This is an optimization exercise on Yosys and OpenROAD, whose aim is small area, a short achievable clock period and few clock cycles, not a production implementation. Function was checked by simulation only, so behaviour that the tests miss may differ from the original. Power figures rest on the tool's default switching activity, not on a simulated workload.

$ cat design/flow/design.v
module fa3(input a, input b, input c, output s, output co);
  assign s = a ^ b ^ c;
  assign co = (a & b) | (a & c) | (b & c);
endmodule
module hd_s1(input [127:0] a, input [127:0] b, output [39:0] y);
  wire [127:0] x = a ^ b;
  wire s1, c2;
  fa3 u_s1(.a(x[0]), .b(x[1]), .c(x[2]), .s(s1), .co(c2));
  wire s3, c4;
  fa3 u_s3(.a(x[3]), .b(x[4]), .c(x[5]), .s(s3), .co(c4));
  wire s5, c6;
  fa3 u_s5(.a(x[6]), .b(x[7]), .c(x[8]), .s(s5), .co(c6));
  wire s7, c8;
  fa3 u_s7(.a(x[9]), .b(x[10]), .c(x[11]), .s(s7), .co(c8));
  wire s9, c10;
  fa3 u_s9(.a(x[12]), .b(x[13]), .c(x[14]), .s(s9), .co(c10));
  wire s11, c12;
  fa3 u_s11(.a(x[15]), .b(x[16]), .c(x[17]), .s(s11), .co(c12));
  wire s13, c14;
  fa3 u_s13(.a(x[18]), .b(x[19]), .c(x[20]), .s(s13), .co(c14));
  wire s15, c16;
  fa3 u_s15(.a(x[21]), .b(x[22]), .c(x[23]), .s(s15), .co(c16));
  wire s17, c18;
  fa3 u_s17(.a(x[24]), .b(x[25]), .c(x[26]), .s(s17), .co(c18));
  wire s19, c20;
  fa3 u_s19(.a(x[27]), .b(x[28]), .c(x[29]), .s(s19), .co(c20));
  wire s21, c22;
  fa3 u_s21(.a(x[30]), .b(x[31]), .c(x[32]), .s(s21), .co(c22));
  wire s23, c24;
  fa3 u_s23(.a(x[33]), .b(x[34]), .c(x[35]), .s(s23), .co(c24));
  wire s25, c26;
  fa3 u_s25(.a(x[36]), .b(x[37]), .c(x[38]), .s(s25), .co(c26));
  wire s27, c28;
  fa3 u_s27(.a(x[39]), .b(x[40]), .c(x[41]), .s(s27), .co(c28));
  wire s29, c30;
  fa3 u_s29(.a(x[42]), .b(x[43]), .c(x[44]), .s(s29), .co(c30));
  wire s31, c32;
  fa3 u_s31(.a(x[45]), .b(x[46]), .c(x[47]), .s(s31), .co(c32));
  wire s33, c34;
  fa3 u_s33(.a(x[48]), .b(x[49]), .c(x[50]), .s(s33), .co(c34));
  wire s35, c36;
  fa3 u_s35(.a(x[51]), .b(x[52]), .c(x[53]), .s(s35), .co(c36));
  wire s37, c38;
  fa3 u_s37(.a(x[54]), .b(x[55]), .c(x[56]), .s(s37), .co(c38));
  wire s39, c40;
  fa3 u_s39(.a(x[57]), .b(x[58]), .c(x[59]), .s(s39), .co(c40));
  wire s41, c42;
  fa3 u_s41(.a(x[60]), .b(x[61]), .c(x[62]), .s(s41), .co(c42));
  wire s43, c44;
  fa3 u_s43(.a(x[63]), .b(x[64]), .c(x[65]), .s(s43), .co(c44));
  wire s45, c46;
  fa3 u_s45(.a(x[66]), .b(x[67]), .c(x[68]), .s(s45), .co(c46));
  wire s47, c48;
  fa3 u_s47(.a(x[69]), .b(x[70]), .c(x[71]), .s(s47), .co(c48));
  wire s49, c50;
  fa3 u_s49(.a(x[72]), .b(x[73]), .c(x[74]), .s(s49), .co(c50));
  wire s51, c52;
  fa3 u_s51(.a(x[75]), .b(x[76]), .c(x[77]), .s(s51), .co(c52));
  wire s53, c54;
  fa3 u_s53(.a(x[78]), .b(x[79]), .c(x[80]), .s(s53), .co(c54));
  wire s55, c56;
  fa3 u_s55(.a(x[81]), .b(x[82]), .c(x[83]), .s(s55), .co(c56));
  wire s57, c58;
  fa3 u_s57(.a(x[84]), .b(x[85]), .c(x[86]), .s(s57), .co(c58));
  wire s59, c60;
  fa3 u_s59(.a(x[87]), .b(x[88]), .c(x[89]), .s(s59), .co(c60));
  wire s61, c62;
  fa3 u_s61(.a(x[90]), .b(x[91]), .c(x[92]), .s(s61), .co(c62));
  wire s63, c64;
  fa3 u_s63(.a(x[93]), .b(x[94]), .c(x[95]), .s(s63), .co(c64));
  wire s65, c66;
  fa3 u_s65(.a(x[96]), .b(x[97]), .c(x[98]), .s(s65), .co(c66));
  wire s67, c68;
  fa3 u_s67(.a(x[99]), .b(x[100]), .c(x[101]), .s(s67), .co(c68));
  wire s69, c70;
  fa3 u_s69(.a(x[102]), .b(x[103]), .c(x[104]), .s(s69), .co(c70));
  wire s71, c72;
  fa3 u_s71(.a(x[105]), .b(x[106]), .c(x[107]), .s(s71), .co(c72));
  wire s73, c74;
  fa3 u_s73(.a(x[108]), .b(x[109]), .c(x[110]), .s(s73), .co(c74));
  wire s75, c76;
  fa3 u_s75(.a(x[111]), .b(x[112]), .c(x[113]), .s(s75), .co(c76));
  wire s77, c78;
  fa3 u_s77(.a(x[114]), .b(x[115]), .c(x[116]), .s(s77), .co(c78));
  wire s79, c80;
  fa3 u_s79(.a(x[117]), .b(x[118]), .c(x[119]), .s(s79), .co(c80));
  wire s81, c82;
  fa3 u_s81(.a(x[120]), .b(x[121]), .c(x[122]), .s(s81), .co(c82));
  wire s83, c84;
  fa3 u_s83(.a(x[123]), .b(x[124]), .c(x[125]), .s(s83), .co(c84));
  wire s85, c86;
  fa3 u_s85(.a(s1), .b(s3), .c(s5), .s(s85), .co(c86));
  wire s87, c88;
  fa3 u_s87(.a(s7), .b(s9), .c(s11), .s(s87), .co(c88));
  wire s89, c90;
  fa3 u_s89(.a(s13), .b(s15), .c(s17), .s(s89), .co(c90));
  wire s91, c92;
  fa3 u_s91(.a(s19), .b(s21), .c(s23), .s(s91), .co(c92));
  wire s93, c94;
  fa3 u_s93(.a(s25), .b(s27), .c(s29), .s(s93), .co(c94));
  wire s95, c96;
  fa3 u_s95(.a(s31), .b(s33), .c(s35), .s(s95), .co(c96));
  wire s97, c98;
  fa3 u_s97(.a(s37), .b(s39), .c(s41), .s(s97), .co(c98));
  wire s99, c100;
  fa3 u_s99(.a(s43), .b(s45), .c(s47), .s(s99), .co(c100));
  wire s101, c102;
  fa3 u_s101(.a(s49), .b(s51), .c(s53), .s(s101), .co(c102));
  wire s103, c104;
  fa3 u_s103(.a(s55), .b(s57), .c(s59), .s(s103), .co(c104));
  wire s105, c106;
  fa3 u_s105(.a(s61), .b(s63), .c(s65), .s(s105), .co(c106));
  wire s107, c108;
  fa3 u_s107(.a(s67), .b(s69), .c(s71), .s(s107), .co(c108));
  wire s109, c110;
  fa3 u_s109(.a(s73), .b(s75), .c(s77), .s(s109), .co(c110));
  wire s111, c112;
  fa3 u_s111(.a(s79), .b(s81), .c(s83), .s(s111), .co(c112));
  wire s113, c114;
  fa3 u_s113(.a(c2), .b(c4), .c(c6), .s(s113), .co(c114));
  wire s115, c116;
  fa3 u_s115(.a(c8), .b(c10), .c(c12), .s(s115), .co(c116));
  wire s117, c118;
  fa3 u_s117(.a(c14), .b(c16), .c(c18), .s(s117), .co(c118));
  wire s119, c120;
  fa3 u_s119(.a(c20), .b(c22), .c(c24), .s(s119), .co(c120));
  wire s121, c122;
  fa3 u_s121(.a(c26), .b(c28), .c(c30), .s(s121), .co(c122));
  wire s123, c124;
  fa3 u_s123(.a(c32), .b(c34), .c(c36), .s(s123), .co(c124));
  wire s125, c126;
  fa3 u_s125(.a(c38), .b(c40), .c(c42), .s(s125), .co(c126));
  wire s127, c128;
  fa3 u_s127(.a(c44), .b(c46), .c(c48), .s(s127), .co(c128));
  wire s129, c130;
  fa3 u_s129(.a(c50), .b(c52), .c(c54), .s(s129), .co(c130));
  wire s131, c132;
  fa3 u_s131(.a(c56), .b(c58), .c(c60), .s(s131), .co(c132));
  wire s133, c134;
  fa3 u_s133(.a(c62), .b(c64), .c(c66), .s(s133), .co(c134));
  wire s135, c136;
  fa3 u_s135(.a(c68), .b(c70), .c(c72), .s(s135), .co(c136));
  wire s137, c138;
  fa3 u_s137(.a(c74), .b(c76), .c(c78), .s(s137), .co(c138));
  wire s139, c140;
  fa3 u_s139(.a(c80), .b(c82), .c(c84), .s(s139), .co(c140));
  wire s141, c142;
  fa3 u_s141(.a(s85), .b(s87), .c(s89), .s(s141), .co(c142));
  wire s143, c144;
  fa3 u_s143(.a(s91), .b(s93), .c(s95), .s(s143), .co(c144));
  wire s145, c146;
  fa3 u_s145(.a(s97), .b(s99), .c(s101), .s(s145), .co(c146));
  wire s147, c148;
  fa3 u_s147(.a(s103), .b(s105), .c(s107), .s(s147), .co(c148));
  wire s149, c150;
  fa3 u_s149(.a(s109), .b(s111), .c(x[126]), .s(s149), .co(c150));
  wire s151, c152;
  fa3 u_s151(.a(c86), .b(c88), .c(c90), .s(s151), .co(c152));
  wire s153, c154;
  fa3 u_s153(.a(c92), .b(c94), .c(c96), .s(s153), .co(c154));
  wire s155, c156;
  fa3 u_s155(.a(c98), .b(c100), .c(c102), .s(s155), .co(c156));
  wire s157, c158;
  fa3 u_s157(.a(c104), .b(c106), .c(c108), .s(s157), .co(c158));
  wire s159, c160;
  fa3 u_s159(.a(c110), .b(c112), .c(s113), .s(s159), .co(c160));
  wire s161, c162;
  fa3 u_s161(.a(s115), .b(s117), .c(s119), .s(s161), .co(c162));
  wire s163, c164;
  fa3 u_s163(.a(s121), .b(s123), .c(s125), .s(s163), .co(c164));
  wire s165, c166;
  fa3 u_s165(.a(s127), .b(s129), .c(s131), .s(s165), .co(c166));
  wire s167, c168;
  fa3 u_s167(.a(s133), .b(s135), .c(s137), .s(s167), .co(c168));
  wire s169, c170;
  fa3 u_s169(.a(c114), .b(c116), .c(c118), .s(s169), .co(c170));
  wire s171, c172;
  fa3 u_s171(.a(c120), .b(c122), .c(c124), .s(s171), .co(c172));
  wire s173, c174;
  fa3 u_s173(.a(c126), .b(c128), .c(c130), .s(s173), .co(c174));
  wire s175, c176;
  fa3 u_s175(.a(c132), .b(c134), .c(c136), .s(s175), .co(c176));
  assign y = {c176, c174, c172, c170, c140, c138, s175, s173, s171, s169, c168, c166, c164, c162, c160, c158, c156, c154, c152, s139, s167, s165, s163, s161, s159, s157, s155, s153, s151, c150, c148, c146, c144, c142, x[127], s149, s147, s145, s143, s141};
endmodule
module hd_s2(input [39:0] y, output [13:0] z);
  wire s1, c2;
  fa3 u_s1(.a(y[0]), .b(y[1]), .c(y[2]), .s(s1), .co(c2));
  wire s3, c4;
  fa3 u_s3(.a(y[3]), .b(y[4]), .c(y[5]), .s(s3), .co(c4));
  wire s5, c6;
  fa3 u_s5(.a(y[6]), .b(y[7]), .c(y[8]), .s(s5), .co(c6));
  wire s7, c8;
  fa3 u_s7(.a(y[9]), .b(y[10]), .c(y[11]), .s(s7), .co(c8));
  wire s9, c10;
  fa3 u_s9(.a(y[12]), .b(y[13]), .c(y[14]), .s(s9), .co(c10));
  wire s11, c12;
  fa3 u_s11(.a(y[15]), .b(y[16]), .c(y[17]), .s(s11), .co(c12));
  wire s13, c14;
  fa3 u_s13(.a(y[18]), .b(y[19]), .c(y[20]), .s(s13), .co(c14));
  wire s15, c16;
  fa3 u_s15(.a(y[21]), .b(y[22]), .c(y[23]), .s(s15), .co(c16));
  wire s17, c18;
  fa3 u_s17(.a(y[24]), .b(y[25]), .c(y[26]), .s(s17), .co(c18));
  wire s19, c20;
  fa3 u_s19(.a(y[27]), .b(y[28]), .c(y[29]), .s(s19), .co(c20));
  wire s21, c22;
  fa3 u_s21(.a(y[30]), .b(y[31]), .c(y[32]), .s(s21), .co(c22));
  wire s23, c24;
  fa3 u_s23(.a(y[33]), .b(y[34]), .c(y[35]), .s(s23), .co(c24));
  wire s25, c26;
  fa3 u_s25(.a(y[36]), .b(y[37]), .c(y[38]), .s(s25), .co(c26));
  wire s27, c28;
  fa3 u_s27(.a(c2), .b(c4), .c(s5), .s(s27), .co(c28));
  wire s29, c30;
  fa3 u_s29(.a(s7), .b(s9), .c(s11), .s(s29), .co(c30));
  wire s31, c32;
  fa3 u_s31(.a(c6), .b(c8), .c(c10), .s(s31), .co(c32));
  wire s33, c34;
  fa3 u_s33(.a(c12), .b(c14), .c(s15), .s(s33), .co(c34));
  wire s35, c36;
  fa3 u_s35(.a(s17), .b(s19), .c(s21), .s(s35), .co(c36));
  wire s37, c38;
  fa3 u_s37(.a(c16), .b(c18), .c(c20), .s(s37), .co(c38));
  wire s39, c40;
  fa3 u_s39(.a(c22), .b(c24), .c(s25), .s(s39), .co(c40));
  wire s41, c42;
  fa3 u_s41(.a(s27), .b(s29), .c(s13), .s(s41), .co(c42));
  wire s43, c44;
  fa3 u_s43(.a(c28), .b(c30), .c(s31), .s(s43), .co(c44));
  wire s45, c46;
  fa3 u_s45(.a(s33), .b(s35), .c(s23), .s(s45), .co(c46));
  wire s47, c48;
  fa3 u_s47(.a(c32), .b(c34), .c(c36), .s(s47), .co(c48));
  wire s49, c50;
  fa3 u_s49(.a(s37), .b(s39), .c(y[39]), .s(s49), .co(c50));
  wire s51, c52;
  fa3 u_s51(.a(c38), .b(c40), .c(c26), .s(s51), .co(c52));
  assign z = {c52, s51, c50, c48, s49, s47, c46, c44, s45, s43, c42, s41, s3, s1};
endmodule
module hd_s3(input [13:0] z, output [7:0] d);
  wire s1, c2;
  fa3 u_s1(.a(z[3]), .b(z[4]), .c(z[5]), .s(s1), .co(c2));
  wire s3, c4;
  fa3 u_s3(.a(z[6]), .b(z[7]), .c(z[8]), .s(s3), .co(c4));
  wire s5, c6;
  fa3 u_s5(.a(z[10]), .b(z[11]), .c(z[12]), .s(s5), .co(c6));
  wire s7, c8;
  fa3 u_s7(.a(c2), .b(s3), .c(z[9]), .s(s7), .co(c8));
  wire s9 = c4 ^ s5;
  wire c10 = c4 & s5;
  wire s11 = c6 ^ z[13];
  wire c12 = c6 & z[13];
  wire [7:0] ra = {1'b0, c12, c10, c8, s7, s1, z[2], z[0]};
  wire [7:0] rb = {1'b0, 1'b0, s11, s9, 1'b0, 1'b0, 1'b0, z[1]};
  cpa8 u_add(.a(ra), .b(rb), .s(d));
endmodule
module hd_s2p(input [39:0] y, output [10:0] z);
  wire s1, c2;
  fa3 u_s1(.a(y[0]), .b(y[1]), .c(y[2]), .s(s1), .co(c2));
  wire s3, c4;
  fa3 u_s3(.a(y[3]), .b(y[4]), .c(y[5]), .s(s3), .co(c4));
  wire s5, c6;
  fa3 u_s5(.a(y[6]), .b(y[7]), .c(y[8]), .s(s5), .co(c6));
  wire s7, c8;
  fa3 u_s7(.a(y[9]), .b(y[10]), .c(y[11]), .s(s7), .co(c8));
  wire s9, c10;
  fa3 u_s9(.a(y[12]), .b(y[13]), .c(y[14]), .s(s9), .co(c10));
  wire s11, c12;
  fa3 u_s11(.a(y[15]), .b(y[16]), .c(y[17]), .s(s11), .co(c12));
  wire s13, c14;
  fa3 u_s13(.a(y[18]), .b(y[19]), .c(y[20]), .s(s13), .co(c14));
  wire s15, c16;
  fa3 u_s15(.a(y[21]), .b(y[22]), .c(y[23]), .s(s15), .co(c16));
  wire s17, c18;
  fa3 u_s17(.a(y[24]), .b(y[25]), .c(y[26]), .s(s17), .co(c18));
  wire s19, c20;
  fa3 u_s19(.a(y[27]), .b(y[28]), .c(y[29]), .s(s19), .co(c20));
  wire s21, c22;
  fa3 u_s21(.a(y[30]), .b(y[31]), .c(y[32]), .s(s21), .co(c22));
  wire s23, c24;
  fa3 u_s23(.a(y[33]), .b(y[34]), .c(y[35]), .s(s23), .co(c24));
  wire s25, c26;
  fa3 u_s25(.a(y[36]), .b(y[37]), .c(y[38]), .s(s25), .co(c26));
  wire s27, c28;
  fa3 u_s27(.a(c2), .b(c4), .c(s5), .s(s27), .co(c28));
  wire s29, c30;
  fa3 u_s29(.a(s7), .b(s9), .c(s11), .s(s29), .co(c30));
  wire s31, c32;
  fa3 u_s31(.a(c6), .b(c8), .c(c10), .s(s31), .co(c32));
  wire s33, c34;
  fa3 u_s33(.a(c12), .b(c14), .c(s15), .s(s33), .co(c34));
  wire s35, c36;
  fa3 u_s35(.a(s17), .b(s19), .c(s21), .s(s35), .co(c36));
  wire s37, c38;
  fa3 u_s37(.a(c16), .b(c18), .c(c20), .s(s37), .co(c38));
  wire s39, c40;
  fa3 u_s39(.a(c22), .b(c24), .c(s25), .s(s39), .co(c40));
  wire s41, c42;
  fa3 u_s41(.a(s27), .b(s29), .c(s13), .s(s41), .co(c42));
  wire s43, c44;
  fa3 u_s43(.a(c28), .b(c30), .c(s31), .s(s43), .co(c44));
  wire s45, c46;
  fa3 u_s45(.a(s33), .b(s35), .c(s23), .s(s45), .co(c46));
  wire s47, c48;
  fa3 u_s47(.a(c32), .b(c34), .c(c36), .s(s47), .co(c48));
  wire s49, c50;
  fa3 u_s49(.a(s37), .b(s39), .c(y[39]), .s(s49), .co(c50));
  assign z = {c26 | c38 | c40 | c48 | c50, s49, s47, c46, c44, s45, s43, c42, s41, s3, s1};
endmodule
module hd_s3p(input [10:0] z, output [3:0] d, output hi);
  wire [5:0] t = (6'd1 & {6{z[0]}}) + (6'd1 & {6{z[1]}}) + (6'd2 & {6{z[2]}}) + (6'd4 & {6{z[3]}}) + (6'd4 & {6{z[4]}}) + (6'd4 & {6{z[5]}}) + (6'd8 & {6{z[6]}}) + (6'd8 & {6{z[7]}}) + (6'd8 & {6{z[8]}}) + (6'd8 & {6{z[9]}});
  assign d = t[3:0];
  assign hi = (t[5:4] != 0) | z[10];
endmodule
module cpa8(input [7:0] a, input [7:0] b, output [7:0] s);
  wire [7:0] p = a ^ b;
  wire [7:0] g = a & b;
  wire G1_1 = g[1] | (p[1] & g[0]);
  wire P1_1 = p[1] & p[0];
  wire G1_3 = g[3] | (p[3] & g[2]);
  wire P1_3 = p[3] & p[2];
  wire G1_5 = g[5] | (p[5] & g[4]);
  wire P1_5 = p[5] & p[4];
  wire G1_7 = g[7] | (p[7] & g[6]);
  wire P1_7 = p[7] & p[6];
  wire G2_2 = g[2] | (p[2] & G1_1);
  wire P2_2 = p[2] & P1_1;
  wire G2_3 = G1_3 | (P1_3 & G1_1);
  wire P2_3 = P1_3 & P1_1;
  wire G2_6 = g[6] | (p[6] & G1_5);
  wire P2_6 = p[6] & P1_5;
  wire G2_7 = G1_7 | (P1_7 & G1_5);
  wire P2_7 = P1_7 & P1_5;
  wire G3_4 = g[4] | (p[4] & G2_3);
  wire P3_4 = p[4] & P2_3;
  wire G3_5 = G1_5 | (P1_5 & G2_3);
  wire P3_5 = P1_5 & P2_3;
  wire G3_6 = G2_6 | (P2_6 & G2_3);
  wire P3_6 = P2_6 & P2_3;
  wire G3_7 = G2_7 | (P2_7 & G2_3);
  wire P3_7 = P2_7 & P2_3;
  assign s = {p[7] ^ G3_6, p[6] ^ G3_5, p[5] ^ G3_4, p[4] ^ G2_3, p[3] ^ G2_2, p[2] ^ G1_1, p[1] ^ g[0], p[0]};
endmodule
`timescale 1ns / 1ps
module row_window(
    input [9:0] rowA,
    input [9:0] rowB,
    output ok
    );
function plus1;
    input [6:0] x, y;
    integer k, i;
    reg lo, hi, r;
    begin
        r = 1'b0;
        for (k = 0; k < 7; k = k + 1) begin
            lo = 1'b1;
            hi = 1'b1;
            for (i = 0; i < 7; i = i + 1) begin
                if (i < k) lo = lo & ~x[i] & y[i];
                if (i > k) hi = hi & ~(x[i] ^ y[i]);
            end
            r = r | (x[k] & ~y[k] & lo & hi);
        end
        plus1 = r;
    end
endfunction
wire [6:0] A = rowA[9:3];
wire [6:0] B = rowB[9:3];
wire [3:0] a = {1'b0, rowA[2:0]};
wire [3:0] b = {1'b0, rowB[2:0]};
wire eq  = (A == B);
wire aup = plus1(A, B);
wire bup = plus1(B, A);
wire near = (a <= b + 4'd4) && (b <= a + 4'd4);
wire bfar = (b >= a + 4'd4);
wire afar = (a >= b + 4'd4);
assign ok = (eq && near) || (aup && bfar) || (bup && afar);
endmodule
`timescale 1ns / 1ps
module Match_Ctrl #(
    parameter Match_Threshold = 10,
    parameter PSR = 5  
)
(
    input clk,
    input rst,
    input start,
    output [59:0] dout,
    output dout_valid,
    output match_done,
    input wire [9:0] DesNum_RP,
    input wire [9:0] DesNum_RR,
    input wire [9:0] DesNum_RL,
    output  [9:0] R_R_addr,
    input [147:0] R_R_data,
    output  [9:0] R_P_addr,
    input [147:0] R_P_data,
    output [9:0] R_L_addr,
    input [147:0] R_L_data
    );
localparam IDLE = 2'd0, LOAD = 2'd1, STREAM = 2'd2, DRAIN = 2'd3;
reg [1:0] state;
reg [9:0] la, pa, ra;            
reg [7:0] grp;                   
reg [7:0] gprev;                 
reg [9:0] rem;                   
reg [1:0] ldk;                   
reg [9:0] j;                     
reg [9:0] nPm1, nRm1, mlast;     
wire [9:0] mx4;                  
reg [3:0] svq;                   
reg [3:0] pend;                  
reg fin;
reg [4*10-1:0] bestP, bestR;
wire [3:0] hitP;
always @(posedge clk) begin
    nPm1 <= DesNum_RP - 10'd1;
    nRm1 <= DesNum_RR - 10'd1;
    mlast <= (nPm1 > mx4) ? nPm1 : mx4;
end
assign mx4 = (nRm1 > 10'd4) ? nRm1 : 10'd4;
wire zero = (DesNum_RL == 10'd0) || (DesNum_RP == 10'd0) || (DesNum_RR == 10'd0);
wire lastj = (j == mlast);
wire lastg = (rem <= 10'd4);
wire [3:0] svalid = {rem > 10'd3, rem > 10'd2, rem > 10'd1, 1'b1};
wire [3:0] H  = fin ? (hitP & svq) : pend;
wire [3:0] Hlow = H & (~H + 4'd1);
wire [3:0] Hrest = H & ~Hlow;
wire rb = (H != 4'd0);
wire [1:0] rbk = Hlow[1] ? 2'd1 : Hlow[2] ? 2'd2 : Hlow[3] ? 2'd3 : 2'd0;
wire done_c = (state == DRAIN) && (fin || rb) && (Hrest == 4'd0);
reg v0, p0, r0, l0;
reg v1, p1, r1, l1;
reg v2, p2, r2, l2;
reg v3, p3, r3, l3;
reg v4, p4, r4, l4;
reg lq0, lq1;
reg [1:0] lk0, lk1;
reg rq0, rq1, dv, dn0, dn1, dn2;
wire do_el = !rb && (state == STREAM);
wire do_ld = !rb && (state == LOAD) && (rem > {8'd0, ldk});
always @(posedge clk) begin
    p0 <= (j < DesNum_RP);
    r0 <= (j < DesNum_RR);
    l0 <= lastj;
    p1 <= p0; r1 <= r0; l1 <= l0;
    p2 <= p1; r2 <= r1; l2 <= l1;
    p3 <= p2; r3 <= r2; l3 <= l2;
    p4 <= p3; r4 <= r3; l4 <= l3;
    lk0 <= ldk;
    lk1 <= lk0;
    if (rst) begin
        state <= IDLE;
        pend <= 0;
        v0 <= 0; v1 <= 0; v2 <= 0; v3 <= 0; v4 <= 0;
        lq0 <= 0; lq1 <= 0;
        rq0 <= 0; rq1 <= 0;
        dn0 <= 0; dn1 <= 0; dn2 <= 0;
    end else begin
        v0 <= do_el;
        v1 <= v0; v2 <= v1; v3 <= v2; v4 <= v3;
        lq0 <= do_ld;
        lq1 <= lq0;
        rq0 <= rb;
        rq1 <= rq0;
        dn0 <= done_c || ((state == IDLE) && start && zero);
        dn1 <= dn0;
        dn2 <= dn1;
        if (rb)
            pend <= Hrest;
        if (done_c)
            state <= IDLE;
        if (!rb) begin
            case (state)
                IDLE: begin
                    grp <= 0;
                    rem <= DesNum_RL;
                    ldk <= 2'd1;
                    j <= 0;
                    if (start && !zero)
                        state <= LOAD;
                end
                LOAD: begin
                    if (ldk == 2'd3)
                        state <= STREAM;
                    else
                        ldk <= ldk + 2'd1;
                end
                STREAM: begin
                    if (lastj) begin
                        j <= 0;
                        gprev <= grp;
                        svq <= svalid;
                        grp <= grp + 8'd1;
                        rem <= rem - 10'd4;
                        ldk <= 2'd1;
                        state <= lastg ? DRAIN : LOAD;
                    end else
                        j <= j + 10'd1;
                end
                default: ;
            endcase
        end
    end
end
always @(posedge clk) begin
    if (rb) begin
        la <= {gprev, rbk};
        pa <= bestP[rbk*10 +: 10];
        ra <= bestR[rbk*10 +: 10];
    end else if (state == LOAD) begin
        la <= {grp, ldk};
        pa <= j;
        ra <= j;
    end else begin
        la <= {grp, 2'd0};
        pa <= j;
        ra <= j;
    end
end
reg [127:0] Ls1, Ls2, Ls3;
always @(posedge clk) begin
    if (lq1 && lk1 == 2'd1) Ls1 <= R_L_data[127:0];
    if (lq1 && lk1 == 2'd2) Ls2 <= R_L_data[127:0];
    if (lq1 && lk1 == 2'd3) Ls3 <= R_L_data[127:0];
end
wire [4*128-1:0] Lslot = {Ls3, Ls2, Ls1, R_L_data[127:0]};
reg [4*40-1:0] yP1, yR1;
reg [4*11-1:0] zP2;
reg [4*14-1:0] zR2;
reg [4*8-1:0]  hdR;
reg [4*4-1:0]  hdP;
reg [3:0]      hiP;             
reg [3:0]      hitr;
reg [4*4-1:0]  minP;
reg [4*8-1:0]  minR;
reg fresh;
reg [9:0] jt;
wire first = fresh;
wire [9:0] jc = first ? 10'd0 : jt;
genvar k;
generate
for (k = 0; k < 4; k = k + 1) begin : g_slot
    wire [39:0] yP, yR;
    wire [10:0] zP;
    wire [13:0] zR;
    wire [3:0] dP;
    wire hP;
    wire [7:0] dR;
    hd_s1 u_s1P(.a(Lslot[k*128 +: 128]), .b(R_P_data[127:0]), .y(yP));
    hd_s1 u_s1R(.a(Lslot[k*128 +: 128]), .b(R_R_data[127:0]), .y(yR));
    hd_s2p u_s2P(.y(yP1[k*40 +: 40]), .z(zP));
    hd_s2 u_s2R(.y(yR1[k*40 +: 40]), .z(zR));
    hd_s3p u_s3P(.z(zP2[k*11 +: 11]), .d(dP), .hi(hP));
    hd_s3 u_s3R(.z(zR2[k*14 +: 14]), .d(dR));
    wire [3:0] baseP = first ? Match_Threshold : minP[k*4 +: 4];
    wire updP = v4 && p4 && !hiP[k] && (hdP[k*4 +: 4] < baseP);
    wire updR = v4 && r4 && (first || (hdR[k*8 +: 8] < minR[k*8 +: 8]));
    always @(posedge clk) begin
        yP1[k*40 +: 40] <= yP;
        yR1[k*40 +: 40] <= yR;
        zP2[k*11 +: 11] <= zP;
        zR2[k*14 +: 14] <= zR;
        hdR[k*8 +: 8] <= dR;
        hdP[k*4 +: 4] <= dP;
        hiP[k] <= hP;
        if (updP) begin
            minP[k*4 +: 4] <= hdP[k*4 +: 4];
            bestP[k*10 +: 10] <= jc;
        end else if (v4 && first)
            minP[k*4 +: 4] <= Match_Threshold;
        if (updR) begin
            minR[k*8 +: 8] <= hdR[k*8 +: 8];
            bestR[k*10 +: 10] <= jc;
        end
    end
    always @(posedge clk)
        if (updP)
            hitr[k] <= 1'b1;
        else if (v4 && first)
            hitr[k] <= 1'b0;
    assign hitP[k] = hitr[k];
end
endgenerate
always @(posedge clk) begin
    if (v4)
        jt <= jc + 10'd1;
    if (rst) begin
        fresh <= 1'b1;
        fin <= 1'b0;
    end else begin
        if (v4)
            fresh <= l4;
        fin <= v4 && l4;
    end
end
wire rowok;
row_window u_row(.rowA(R_R_data[137:128]), .rowB(R_L_data[137:128]), .ok(rowok));
reg [59:0] dout_r;
always @(posedge clk) begin
    dout_r <= {R_R_data[147:128], R_P_data[147:128], R_L_data[147:128]};
    if (rst)
        dv <= 1'b0;
    else
        dv <= rq1 && rowok;
end
assign R_L_addr = la;
assign R_P_addr = pa;
assign R_R_addr = ra;
assign dout = dout_r;
assign dout_valid = dv;
assign match_done = dn2;
endmodule
$ cat design/flow/flow/run.sh
#!/bin/bash
# The standard layout (standard.sh, all steps), except that the port
# buffers that global placement inserts on every input and output are
# sky130_fd_sc_hd__buf_1 cells (ORFS's BUFFER_PORTS_ARGS); timing repair may
# still resize them.  The whole make output goes to standard.log, and ORFS
# keeps each step's own log under orfs/logs/.
set -euo pipefail
export BUFFER_PORTS_ARGS="-buffer_cell sky130_fd_sc_hd__buf_1"
bash standard.sh > standard.log 2>&1
$ cat design/flow/standard.sh
#!/bin/bash
# synth_recipe.tcl (not shown) runs the flow's synth.tcl, then flattens the netlist and writes it again
# the make line also repeats each setting of config.mk as NAME=value (left out here)
make -C /OpenROAD-flow-scripts/flow DESIGN_CONFIG=/design/flow/config.mk WORK_HOME=/design/flow/orfs CLKGATE_MAP_FILE= SYNTH_SCRIPT=/design/flow/synth_recipe.tcl "${@:-finish}"
$ cat design/flow/config.mk
export PLATFORM = sky130hd
export DESIGN_NAME = Match_Ctrl
export DESIGN_NICKNAME = Match_Ctrl
export VERILOG_FILES = /design/flow/design.v
export SDC_FILE = /design/flow/constraint.sdc
export NUM_CORES = 4
export LEC_CHECK = 0
export ABC_CLOCK_PERIOD_IN_PS = 2800
export CAP_MARGIN = 20
export CORE_MARGIN = 2
export CORE_UTILIZATION = 40
export CTS_CLUSTER_DIAMETER = 100
export CTS_CLUSTER_SIZE = 25
export SETUP_SLACK_MARGIN = 3.9
export SLEW_MARGIN = 20
export SYNTH_HIERARCHICAL = 1
export SYNTH_MINIMUM_KEEP_SIZE = 0
$ cat design/flow/constraint.sdc
create_clock -name core_clock -period 6.6 [get_ports {clk}]
set_input_delay 1.3200 -clock core_clock [delete_from_list [all_inputs] [get_ports {clk}]]
set_output_delay 1.3200 -clock core_clock [all_outputs]
set_load 0.01 [all_outputs]
==> qor.yml <==
outcome:
  outcome: "timing/DRC/antenna clean"
critical_path:
  cp.required_ns: 7.25
  path_max_fanout: 4
  cp_slowest_cell: "fa_2"
  cp_cell_sequence: "buf_1, xor2_1, fa_2, fa_2, fa_2"
  critPathLaunchType: "input port"
  crit_top_cell: "fa_2"
  cpPeakStageDelay_ns: 0.59
  rrSetupSlack_ns: 4.07
  cp_top_family: "adder cells"
  crit_buf_inv: 1
  worstPathArrival_ns: 3.40
  endpoint_kind: "flop"
  worstSetupPathType: "in -> reg"
routing:
  met1_length_um: 77500
  drc: 0
  first_pass_iters: 5
  drt_iter0_markers: 2304
  dr_wl_met3_um: 7960
  dr.max_layer_used: "met5"
  drt-vias-per-instance: 4.73
  wl_met2_um: 101000
  drt.antenna.violating_nets: 0
  wl_per_cell_um: 27.4
  vias: 33451
  wirelength_um: 194000
synth:
  async_flop_share: 0
  avgSynthCellArea_um2: 14.8
  synth_cells: 4570
  synth-edff-count: 563
  ys_seq_area_frac: 0.438
  synth.distinct_cells: 75
  synth_ff_type: "dfxtp_1"
  ys_ff_latch: 1198
  yosysWarnings: 8
  synth_area_um2: 67700
clock_network:
  root_buffer: "clkbuf_16"
  clock-sinks: 1198
  insertion_delay_ns: 0.76
  clk_pin_slew_worst_paths_ns: 0.10
  clk_path_buf_depth: 3
  h-tree-depth: 2
  cts_tree: "built"
  cts_buffers: 61
hold_path:
  hold_path.class: "reg -> reg"
die:
  core_um2: 168000
  die_y_um: 415
  die_x_um: 415
  die-area_um2: 172000
  pin_count: 569
  start_util: 0.404
  num_rows: 150
run:
  max_cap_violations: 0
grt:
  first_global_vias: 37188
  grt-ovfl-total: 0
  grt_pass1_wl_um: 273000
  grt_use_total: 0.226
  grt_max_degree: 100
  antenna_found_initial: 28
final_layout:
  drive_gt1_frac: 0.257
  areaGrowthSynthToFinish_pct: 11.7
  fillers: 14809
  nets: 6383
  utilization: 0.451
timing:
  drv_slew: 0
  fin_skew_ns: 0.0559
  grt_setup_unrepaired: "yes"
  slew_headroom: 0.261
  setup_tns_ns: 0
  max_freq_ghz: 0.363
  min_period_ns: 2.75
  period_share: 0.417
  hold_viol_final: 0
  setup_viol: 0
  tightest_slew_ns: 1.11
power_and_ir_drop:
  ir_drop_mv: 0.289
  total_power_mw: 29.2
  p_leak_nw: 28.5
  p_per_area_nw_per_um2: 386
placement:
  gp_congestion: 0.899
  dp_hpwl_um: 163000
  io_buffers: 568
==> stage by stage <==
stage               hold slack, ns  area, um^2  worst slack [ns]  std cells
CTS                          0.337       75100              3.88       7059
global route                 0.345       75600              3.84       7074
global placement             0.312       72700              2.86       6945
detailed placement           0.312       72700              2.84       6945
finish                       0.336       75600              3.85       7074
floorplan                    0.310       70900              3.23       4594
==> sequential cells by signal, indices dropped and copies added, names as in the netlist, 44 cells and up <==
name and flops:
dout_r 60, zP2 44, Ls2 128, Ls1 128, yR1 160, Ls3 128, zR2 56, yP1 160
==> layer usage <==
metal,global-route usage,up-vias
met4,0.0805,10
met2,0.399,928
li1,-,14653
met5,0,-
met3,0.0270,213
met1,0.284,17647
==> logic make-up (layout without fill, tap and decap cells) <==
| group | after synthesis | in the layout | share of synthesized area |
|---|---|---|---|
| mux | 50 | 50 | 0.00799 |
| compound gates | 192 | 192 | 0.0228 |
| fa+ha+maj | 1096 | 1096 | 0.308 |
| xor+xnor | 1089 | 1089 | 0.141 |
| simple gates | 341 | 341 | 0.0255 |
| buf+inv | 600 | 864 | 0.0570 |
| flops | 1198 | 1198 | 0.438 |
| other cells | 4 | 40 | 0.000222 |
==> cell usage in the layout (no fill, tap or decap), types with 19 or more instances in the layout <==
cell type,Yosys,final
a21oi_1,40,39
buf_1,0,254
buf_2,4,158
clkbuf_1,15,23
clkbuf_16,0,66
clkbuf_2,1,154
conb_1,4,28
dfxtp_1,635,634
edfxtp_1,563,563
fa_1,948,454
fa_2,0,494
ha_1,148,148
inv_1,154,152
mux2i_1,42,42
nand2_1,84,83
nand2b_1,30,29
nand3_1,28,28
nor2_1,76,75
nor2b_1,24,24
nor3_1,20,19
o21ai_0,32,32
o221ai_1,20,20
xnor2_1,41,41
xor2_1,1048,793
xor2_2,0,237
==> modules after synthesis (local to each module, per instance) <==
module / area, um^2 / times used
hd_s2p: 87.6 / 4
hd_s2: 105 / 4
cpa8: 304 / 4
Match_Ctrl: 34500 / 1
hd_s3p: 166 / 4
hd_s1: 1420 / 8
hd_s3: 28.8 / 4
row_window: 557 / 1
fa3: 20.0 / 924
==> where the power goes <==
part	internal, mW	total [mW]	switching, mW
combinational	6.18	13.3	7.11
sequential	9.66	11.3	1.62
clock	1.94	4.61	2.67
==> synthesized netlist by cell type (5+ instances only) <==
cell	n	area [um^2]
a2111oi_4	5	138
a21o_1	14	105
a21oi_1	40	200
a21oi_2	10	87.6
and2_1	19	119
and3_1	9	56.3
buf_4	418	3140
clkbuf_1	15	56.3
dfxtp_1	635	12700
edfxtp_1	563	16900
fa_1	948	19000
ha_1	148	1850
inv_1	154	578
mux2_4	8	120
mux2i_1	42	420
nand2_1	84	315
nand2b_1	30	188
nand3_1	28	140
nand4_1	9	56.3
nor2_1	76	285
nor2b_1	24	150
nor3_1	20	100
nor4_1	11	68.8
o211ai_2	5	62.6
o21a_1	6	45.0
o21ai_0	32	160
o21ai_1	8	40.0
o221ai_1	20	175
xnor2_1	41	359
xor2_1	1048	9180
==> final timing paths <==
path	to	from	cells past startpoint
worst max-delay path	yP1[120]$_DFF_P_	R_P_data[15]	5
worst min-delay path	lk1[1]$_DFF_P_	lk0[1]$_DFF_P_	0
worst max register to register	hdR[15]$_DFF_P_	zR2[20]$_DFF_P_	7
worst min register to register	lk1[1]$_DFF_P_	lk0[1]$_DFF_P_	0
==> final cells by class <==
| type | count | area (um^2) | share of cell area |
|---|---|---|---|
| flip-flops and latches | 1198 | 29600 | 0.392 |
| multi-input cells | 2796 | 37700 | 0.499 |
| clock buffers | 90 | 1750 | 0.0232 |
| repair buffers | 594 | 2790 | 0.0369 |
| repair inverters | 1 | 7.51 | 0.0000993 |
| well taps | 2204 | 2760 | 0.0365 |
| clock inverters | 21 | 268 | 0.00354 |
| inverters | 158 | 601 | 0.00795 |
| diodes | 12 | 30.0 | 0.000397 |
==> what timing repair did <==
| action | 4_1_cts | 5_1_grt |
|---|---|---|
| hold buffers | 0 | 0 |
| cloned | 0 | 1 |
| pin swaps | 3 | 10 |
| gates resized for setup | 174 | 194 |
| setup endpoints to repair | 211 | 117 |
| buffers inserted | 3 | 2 |
Testbench counts, summed over its fixed seeds: cycles 142,190.

[afterwards: timing with drivers on the ports]
In the flow no input, the clock included, has a driving cell. The finished layout below was timed again as built, in two steps. Step 1, drivers: a clkbuf_16 drives clk and a buf_2 each remaining input, both assumed. Step 2 moves the port delays by t, midway between the first and last clock arrival at a register: inputs arrive t later, outputs are due t later. That takes back most of the time a late clock gives input paths. Three values: ideal, step 1, step 2; two values: the first two.
t (ns): 0.831
setup slack, ns: 3.847 / 3.866 / 3.035
slew at the worst register clock pin (ns): 0.11 / 0.11
After both steps setup and hold are still met in this run. For this run, drivers alone change the setup slack by +0.019 ns; drivers and shift together by -0.812 ns.
